Background: an optimization exercise with open tools, aiming at small area, a short achievable clock period and few clock cycles per item. Do not read the settings as production practice. Where RTL was checked, it was by simulation tests only, not by an equivalence proof against the original. Power and IR drop assume default switching activity.

## ECC_ENC_DEC
module ECC_ENC_DEC
#(
parameter DATA_WIDTH = 32,
parameter AMBA_ADDR_WIDTH = 20,
parameter AMBA_WORD = 32
)
(
input wire clk,
input wire rst,
input wire [AMBA_ADDR_WIDTH-1:0] PADDR,
input wire [AMBA_WORD-1:0] PWDATA,
input wire PENABLE,
           PSEL,
           PWRITE,
output reg [AMBA_WORD-1:0] PRDATA,
output reg [DATA_WIDTH-1:0] data_out,
output reg operation_done,
output reg [1:0] num_of_errors
);
Size: roughly 120 I/O pins, ~12000 µm² of cells after synthesis.
Settings: LEC_CHECK=0, CAP_MARGIN=20, CORE_MARGIN=2, CORE_UTILIZATION=40, CTS_CLUSTER_DIAMETER=100, CTS_CLUSTER_SIZE=25, SETUP_SLACK_MARGIN=2.95, SLEW_MARGIN=20; clock period 5.0 ns.
standard.sh (not shown) runs the stock make flow with config.mk's settings and CLKGATE_MAP_FILE= SYNTH_SCRIPT=/design/flow/synth_recipe.tcl, a recipe that flattens the netlist after the stock synthesis.
==> flow/flow/run.sh <==
#!/bin/bash
# The standard layout (standard.sh), with the port buffers made from buf_1 cells
# instead of the delay cell that buffer_ports picks by default.
set -euo pipefail
export BUFFER_PORTS_ARGS="-buffer_cell sky130_fd_sc_hd__buf_1"
bash standard.sh > standard.log 2>&1
The starting point finished clean.
Testbench counts at the start, summed over its fixed seeds: cycles 12,384, ops 1,920.
Change:
--- a/flow/design.v
+++ b/flow/design.v
@@ -17,28 +17,35 @@
 output reg [AMBA_WORD-1:0] PRDATA,
 output reg [DATA_WIDTH-1:0] data_out,
 output reg operation_done,
 output reg [1:0] num_of_errors
 );
 reg [31:0] CTRL_REG, DATA_IN_REG, CODEWORD_WIDTH_REG, NOISE_REG;
-wire wr = PSEL & PENABLE & PWRITE;
+reg [3:0] we;
+always @(posedge clk or negedge rst) begin : wr_decode
+  if (!rst) we <= 4'd0;
+  else begin
+    we[0] <= PSEL & ~PENABLE & PWRITE & (PADDR[3:2] == 2'b00);
+    we[1] <= PSEL & ~PENABLE & PWRITE & (PADDR[3:2] == 2'b01);
+    we[2] <= PSEL & ~PENABLE & PWRITE & (PADDR[3:2] == 2'b10);
+    we[3] <= PSEL & ~PENABLE & PWRITE & (PADDR[3:2] == 2'b11);
+  end
+end
 always @(posedge clk or negedge rst) begin : regs
   if (!rst) begin
     CTRL_REG <= 32'd0; DATA_IN_REG <= 32'd0; CODEWORD_WIDTH_REG <= 32'd0; NOISE_REG <= 32'd0;
-  end else if (wr) begin
-    case (PADDR[3:2])
-      2'b00: CTRL_REG <= PWDATA;
-      2'b01: DATA_IN_REG <= PWDATA;
-      2'b10: CODEWORD_WIDTH_REG <= PWDATA;
-      default: NOISE_REG <= PWDATA;
-    endcase
+  end else begin
+    if (we[0]) CTRL_REG <= PWDATA;
+    if (we[1]) DATA_IN_REG <= PWDATA;
+    if (we[2]) CODEWORD_WIDTH_REG <= PWDATA;
+    if (we[3]) NOISE_REG <= PWDATA;
   end
 end
 always @(posedge clk or negedge rst) begin : done_reg
   if (!rst) operation_done <= 1'b0;
-  else operation_done <= wr & (PADDR[3:2] == 2'b00);
+  else operation_done <= we[0];
 end
 always @(posedge clk) begin : rd
   case (PADDR[3:2])
     2'b00: PRDATA <= CTRL_REG;
     2'b01: PRDATA <= DATA_IN_REG;
     2'b10: PRDATA <= CODEWORD_WIDTH_REG;
After rerunning:
- power rose by 11%
- clock power is about the same
- non-clock buffer count rose by 59
- die area rose by 3.1%
- global-route usage rose by 0.59 points
- hold slack got worse by 3.5 ps
- clock-buffer cell count rose by 1
Testbench counts after the change, summed over its fixed seeds: cycles 12,384, ops 1,920.

* * *

Setup of run 1:
Another version of the RTL of ECC_ENC_DEC (not shown whole).
For scale: roughly 1100 cells after synthesis, ~220 flip-flops, about 120 I/O pins.
==> flow/config.mk <==
export PLATFORM = sky130hd
export DESIGN_NAME = ECC_ENC_DEC
export DESIGN_NICKNAME = ECC_ENC_DEC
export VERILOG_FILES = /design/flow/design.v
export SDC_FILE = /design/flow/constraint.sdc
export NUM_CORES = 4
export LEC_CHECK = 0
export CAP_MARGIN = 20
export CORE_MARGIN = 2
export CORE_UTILIZATION = 40
export CTS_CLUSTER_DIAMETER = 100
export CTS_CLUSTER_SIZE = 25
export SETUP_SLACK_MARGIN = 2.9
export SLEW_MARGIN = 20
==> flow/constraint.sdc <==
create_clock -name core_clock -period 5.0 [get_ports {clk}]
set_input_delay 1.0000 -clock core_clock [delete_from_list [all_inputs] [get_ports {clk}]]
set_output_delay 1.0000 -clock core_clock [all_outputs]
set_load 0.01 [all_outputs]
==> flow/flow/run.sh <==
#!/bin/bash
# The standard layout (standard.sh), with two changes to the cells it may use:
#  - the port buffers are buf_1 cells instead of the delay cell buffer_ports picks by default;
#  - the 3-input XOR/XNOR cells are added to the platform's don't-use list, so that
#    synthesis and repair build the parity trees from 2-input XOR/XNOR cells.
set -euo pipefail
export BUFFER_PORTS_ARGS="-buffer_cell sky130_fd_sc_hd__buf_1"
DU=$(make -s -C "$FLOW_HOME" DESIGN_CONFIG="$PWD/config.mk" WORK_HOME="$PWD/orfs" print-DONT_USE_CELLS 2> print.log | sed -n 's/^DONT_USE_CELLS: //p')
[ -n "$DU" ]
DU="$DU sky130_fd_sc_hd__xnor3_1 sky130_fd_sc_hd__xnor3_2 sky130_fd_sc_hd__xnor3_4 sky130_fd_sc_hd__xor3_1 sky130_fd_sc_hd__xor3_2 sky130_fd_sc_hd__xor3_4"
echo "DONT_USE_CELLS=$DU" > dont_use.txt
bash standard.sh DONT_USE_CELLS="$DU" finish > standard.log 2>&1
--- input diff run 1..run 2 ---
-- flow/design.v --
<<< run 1, line 21
);
reg [31:0] CTRL_REG, DATA_IN_REG, CODEWORD_WIDTH_REG, NOISE_REG;
reg [3:0] we;
always @(posedge clk or negedge rst) begin : wr_decode
  if (!rst) we <= 4'd0;
  else begin
    we[0] <= PSEL & ~PENABLE & PWRITE & (PADDR[3:2] == 2'b00);
    we[1] <= PSEL & ~PENABLE & PWRITE & (PADDR[3:2] == 2'b01);
    we[2] <= PSEL & ~PENABLE & PWRITE & (PADDR[3:2] == 2'b10);
    we[3] <= PSEL & ~PENABLE & PWRITE & (PADDR[3:2] == 2'b11);
  end
end
always @(posedge clk or negedge rst) begin : regs
  if (!rst) begin
>>> run 2, line 21
);
reg [31:0] CTRL_REG, DATA_IN_REG, CODEWORD_WIDTH_REG, NOISE_REG;
wire wr = PSEL & PENABLE & PWRITE;
wire [3:0] we = {wr & (PADDR[3:2] == 2'b11), wr & (PADDR[3:2] == 2'b10),
                 wr & (PADDR[3:2] == 2'b01), wr & (PADDR[3:2] == 2'b00)};
always @(posedge clk or negedge rst) begin : regs
  if (!rst) begin
<<< run 1, line 102
wire eS0 = (ea0 ^ ea1);
wire eM0 = eS0 ^ (ea2 ^ ea3);
wire eL0 = eM0 ^ ((ea4 ^ ea5) ^ (ea6 ^ ea7));
wire eS1 = (eb0 ^ eb1);
wire eM1 = eS1 ^ (eb2 ^ eb3);
wire eL1 = eM1 ^ ((eb4 ^ eb5) ^ (eb6 ^ eb7));
wire eS2 = eg1;
wire eM2 = eS2 ^ eg3;
wire eL2 = eM2 ^ (eg5 ^ eg7);
wire eS3 = 1'b0;
wire eM3 = eS3 ^ (eg2 ^ eg3);
wire eL3 = eM3 ^ (eg6 ^ eg7);
wire eS4 = 1'b0;
wire eM4 = eS4 ^ 1'b0;
wire eL4 = eM4 ^ ((eg4 ^ eg5) ^ (eg6 ^ eg7));
wire pS = (ee0 ^ ee1);
wire pM = pS ^ (ee2 ^ ee3);
wire pL = pM ^ ((ee4 ^ ee5) ^ (ee6 ^ ee7));
wire [4:0] encC = wS ? {2'b00, eS2, eS1, eS0} : wM ? {1'b0, eM3, eM2, eM1, eM0} : {eL4, eL3, eL2, eL1, eL0};
wire encP = wS ? pS : wM ? pM : pL;
>>> run 2, line 95
wire eS0 = (ea0 ^ ea1);
wire eM0 = eS0 ^ (ea2 ^ ea3);
wire eL0 = ((((D[0] ^ D[1]) ^ (D[3] ^ D[4])) ^ ((D[6] ^ D[8]) ^ (D[10] ^ D[11]))) ^ (((D[13] ^ D[15]) ^ (D[17] ^ D[19])) ^ ((D[21] ^ D[23]) ^ D[25])));
wire eS1 = (eb0 ^ eb1);
wire eM1 = eS1 ^ (eb2 ^ eb3);
wire eL1 = ((((D[0] ^ D[2]) ^ (D[3] ^ D[5])) ^ ((D[6] ^ D[9]) ^ (D[10] ^ D[12]))) ^ (((D[13] ^ D[16]) ^ (D[17] ^ D[20])) ^ ((D[21] ^ D[24]) ^ D[25])));
wire eS2 = eg1;
wire eM2 = eS2 ^ eg3;
wire eL2 = ((((D[1] ^ D[2]) ^ (D[3] ^ D[7])) ^ ((D[8] ^ D[9]) ^ (D[10] ^ D[14]))) ^ (((D[15] ^ D[16]) ^ (D[17] ^ D[22])) ^ ((D[23] ^ D[24]) ^ D[25])));
wire eS3 = 1'b0;
wire eM3 = eS3 ^ (eg2 ^ eg3);
wire eL3 = ((((D[4] ^ D[5]) ^ (D[6] ^ D[7])) ^ ((D[8] ^ D[9]) ^ (D[10] ^ D[18]))) ^ (((D[19] ^ D[20]) ^ (D[21] ^ D[22])) ^ ((D[23] ^ D[24]) ^ D[25])));
wire eS4 = 1'b0;
wire eM4 = eS4 ^ 1'b0;
wire eL4 = ((((D[11] ^ D[12]) ^ (D[13] ^ D[14])) ^ ((D[15] ^ D[16]) ^ (D[17] ^ D[18]))) ^ (((D[19] ^ D[20]) ^ (D[21] ^ D[22])) ^ ((D[23] ^ D[24]) ^ D[25])));
wire pS = (ee0 ^ ee1);
wire pM = pS ^ (ee2 ^ ee3);
wire pL = ((((D[0] ^ D[1]) ^ (D[2] ^ D[4])) ^ ((D[5] ^ D[7]) ^ (D[10] ^ D[11]))) ^ (((D[12] ^ D[14]) ^ (D[17] ^ D[18])) ^ ((D[21] ^ D[23]) ^ D[24])));
wire [4:0] encC = wS ? {2'b00, eS2, eS1, eS0} : wM ? {1'b0, eM3, eM2, eM1, eM0} : {eL4, eL3, eL2, eL1, eL0};
wire encP = wS ? pS : wM ? pM : pL;
Summary: with run 1 as the reference, synthesized cell count in run 2 moved down by more than 10%.
Run 2: done, clean on timing, DRC and antenna
Looking at launch point of the critical path, the PWRITE result is from run 2; the DATA_IN_REG[14]$_DFFE_PN0P_ one comes from run 1.
Maximum cell stage delay along the critical path was higher in the run labelled run 1.
Summary of run 2 over run 1: maximum achievable frequency fell by about 1.3%, first-pass GRT wire length went down by about 12%, setup slack of the most critical reg-to-reg path rose 0.09 ns, share of synthesized registers carrying an async set or reset went down 1.2 points.
[compare] base=run 1 new=run 2: power drawn by the sequential cells went down; global routing met3 resource utilization did not really move.
No run of this note included a check of the RTL's function; only the layout flow was run.

* * *

## run A
Another version of the RTL of ECC_ENC_DEC (not shown whole).
For scale: about 230 flip-flops, roughly 120 I/O pins, ~12000 sq um of cells after synthesis.
clock: 5.0 ns
lec_check: 0
cap_margin: 20
core_margin: 2
core_utilization: 40
cts_cluster_diameter: 100
cts_cluster_size: 25
setup_slack_margin: 2.9
slew_margin: 20
Scripts as last shown in full above: flow/flow/run.sh
Testbench counts of run A, summed over its fixed seeds: cycles 12,384, ops 1,920.
Modified inputs, run B compared to run A
--- a/flow/design.v
+++ b/flow/design.v
@@ -27,30 +27,23 @@
     we[0] <= PSEL & ~PENABLE & PWRITE & (PADDR[3:2] == 2'b00);
     we[1] <= PSEL & ~PENABLE & PWRITE & (PADDR[3:2] == 2'b01);
     we[2] <= PSEL & ~PENABLE & PWRITE & (PADDR[3:2] == 2'b10);
     we[3] <= PSEL & ~PENABLE & PWRITE & (PADDR[3:2] == 2'b11);
   end
 end
-always @(posedge clk or negedge rst) begin : regs
-  if (!rst) begin
-    DATA_IN_REG <= 32'd0; CODEWORD_WIDTH_REG[1:0] <= 2'd0; NOISE_REG <= 32'd0;
-  end else begin
-    if (we[1]) DATA_IN_REG <= PWDATA;
-    if (we[2]) CODEWORD_WIDTH_REG[1:0] <= PWDATA[1:0];
-    if (we[3]) NOISE_REG <= PWDATA;
-  end
-end
 reg clr_n;
 always @(posedge clk or negedge rst) begin : clear_ctl
   if (!rst) clr_n <= 1'b0;
   else clr_n <= 1'b1;
 end
 wire [31:0] wdata = PWDATA & {32{clr_n}};
-always @(posedge clk) begin : regs_rb
+always @(posedge clk) begin : regs
   if (we[0] | ~clr_n) CTRL_REG <= wdata;
-  if (we[2] | ~clr_n) CODEWORD_WIDTH_REG[31:2] <= wdata[31:2];
+  if (we[1] | ~clr_n) DATA_IN_REG <= wdata;
+  if (we[2] | ~clr_n) CODEWORD_WIDTH_REG <= wdata;
+  if (we[3] | ~clr_n) NOISE_REG <= wdata;
 end
 always @(posedge clk or negedge rst) begin : done_reg
   if (!rst) operation_done <= 1'b0;
   else operation_done <= we[0];
 end
 always @(posedge clk) begin : rd
Findings:
- The final layouts of run B and run A pass the timing, design-rule and antenna checks.
- Against run A, run B comes in about 2.2% lower on final RePlAce weighted congestion.
- | wire length | higher: run A |
- From run A to run B the numbers moved as follows: mean cell area of the mapped netlist increased by about 2% relative to the old numbers, relative max-transition margin increased by 3.7 points relative to the old numbers, buffers plus inverters on the worst setup path decreased by 2 relative to the old numbers.
- Looking at endpoint required time on the critical path, run B sits 0.02 ns above run A.
- Run B vs run A — area growth from synthesis to layout rose 2.7 points.
- Clock network fraction of total power is higher on run B
- Summary of run B over run A: highest clock rate now sits lower; area used by sequential logic in the layout now sits higher.
- Min non-clock buffer count across run B and run A: run A
- From run A to run B the numbers moved as follows: initial antenna violation count shows a reduction of 1; synthesized cell count decreased 59; pin slew with the least headroom to its limit fell by 0.060 ns.
Only the layout flow was run in run B; the RTL was not checked for function there.

* * *

RTL: one of the versions met above, not the one the previous note started from.
Size in the first run: roughly 1,000 cells after synthesis, about 220 flip-flops, about 12,000 um2 of cells after synthesis.
export LEC_CHECK = 0
export CAP_MARGIN = 20
export CORE_MARGIN = 2
export CORE_UTILIZATION = 40
export CTS_CLUSTER_DIAMETER = 100
export CTS_CLUSTER_SIZE = 25
export SETUP_SLACK_MARGIN = 2.95
export SLEW_MARGIN = 20
create_clock -name core_clock -period 5.0 [get_ports {clk}]
Scripts as last shown in full above: flow/flow/run.sh
Testbench counts at the start, summed over its fixed seeds: cycles 12,384, ops 1,920.
Next try:
--- a/flow/design.v
+++ b/flow/design.v
@@ -12,38 +12,45 @@
 input wire [AMBA_ADDR_WIDTH-1:0] PADDR,
 input wire [AMBA_WORD-1:0] PWDATA,
 input wire PENABLE,
            PSEL,
            PWRITE,
 output reg [AMBA_WORD-1:0] PRDATA,
 output reg [DATA_WIDTH-1:0] data_out,
 output reg operation_done,
 output reg [1:0] num_of_errors
 );
 reg [31:0] CTRL_REG, DATA_IN_REG, CODEWORD_WIDTH_REG, NOISE_REG;
-wire wr = PSEL & PENABLE & PWRITE;
+reg [3:0] we;
+always @(posedge clk or negedge rst) begin : wr_decode
+  if (!rst) we <= 4'd0;
+  else begin
+    we[0] <= PSEL & ~PENABLE & PWRITE & (PADDR[3:2] == 2'b00);
+    we[1] <= PSEL & ~PENABLE & PWRITE & (PADDR[3:2] == 2'b01);
+    we[2] <= PSEL & ~PENABLE & PWRITE & (PADDR[3:2] == 2'b10);
+    we[3] <= PSEL & ~PENABLE & PWRITE & (PADDR[3:2] == 2'b11);
+  end
+end
 always @(posedge clk or negedge rst) begin : regs
   if (!rst) begin
     CTRL_REG <= 32'd0; DATA_IN_REG <= 32'd0; CODEWORD_WIDTH_REG <= 32'd0; NOISE_REG <= 32'd0;
-  end else if (wr) begin
-    case (PADDR[3:2])
-      2'b00: CTRL_REG <= PWDATA;
-      2'b01: DATA_IN_REG <= PWDATA;
-      2'b10: CODEWORD_WIDTH_REG <= PWDATA;
-      default: NOISE_REG <= PWDATA;
-    endcase
+  end else begin
+    if (we[0]) CTRL_REG <= PWDATA;
+    if (we[1]) DATA_IN_REG <= PWDATA;
+    if (we[2]) CODEWORD_WIDTH_REG <= PWDATA;
+    if (we[3]) NOISE_REG <= PWDATA;
   end
 end
 always @(posedge clk or negedge rst) begin : done_reg
   if (!rst) operation_done <= 1'b0;
-  else operation_done <= wr & (PADDR[3:2] == 2'b00);
+  else operation_done <= we[0];
 end
 always @(posedge clk) begin : rd
   case (PADDR[3:2])
     2'b00: PRDATA <= CTRL_REG;
     2'b01: PRDATA <= DATA_IN_REG;
     2'b10: PRDATA <= CODEWORD_WIDTH_REG;
     default: PRDATA <= NOISE_REG;
   endcase
 end
 wire wS = ~CODEWORD_WIDTH_REG[1] & ~CODEWORD_WIDTH_REG[0];
 wire wM = ~CODEWORD_WIDTH_REG[1] &  CODEWORD_WIDTH_REG[0];
Result: The changed run produced a clean layout. Cell count grows slightly. Setup slack gains 31 ps. Power decreases by a few percent. Die area rose slightly. Register-to-register slack hardly moves. Final area went down by a few percent.
Testbench counts after the change, summed over its fixed seeds: cycles 12,384, ops 1,920.

what the ideal ports hide:
In the flow no input, the clock included, has a driving cell. The finished layouts below were timed again as built, in two steps. Step 1: set_driving_cell puts a clkbuf_16 on clk and a buf_2 on each other input, an assumption about the parent block. Step 2 also shifts input and output timing later by t, the mid clock arrival at the registers, as if the neighbouring blocks saw the same clock. Slacks: ideal / step 1 / step 2; pairs: ideal / step 1.
run | shift t [ns] | setup WS [ns] | worst setup path at the end | pins driven straight from the clock port
the first run of note 1 | 0.526 | 2.994 / 2.975 / 2.478 | input to register | 1
the second run of note 1 | 0.537 | 2.782 / 2.782 / 2.639 | input to register | 1
run 1 | 0.537 | 2.883 / 2.883 / 2.545 | input to register | 1
run 2 | 0.522 | 2.856 / 2.882 / 2.360 | input to register | 1
run A | 0.518 | 2.982 / 2.944 / 2.493 | input to register | 1
run B | 0.520 | 2.877 / 2.877 / 2.533 | input to register | 1
the first run of note 4 | 0.527 | 2.976 / 2.985 / 2.468 | input to register | 1
the second run of note 4 | 0.534 | 3.006 / 2.970 / 2.647 | input to register | 1
After both steps setup and hold are still met in every run listed. For the first run of note 1, which loses most, drivers alone change the setup slack by -0.019 ns; drivers and shift together by -0.516 ns.
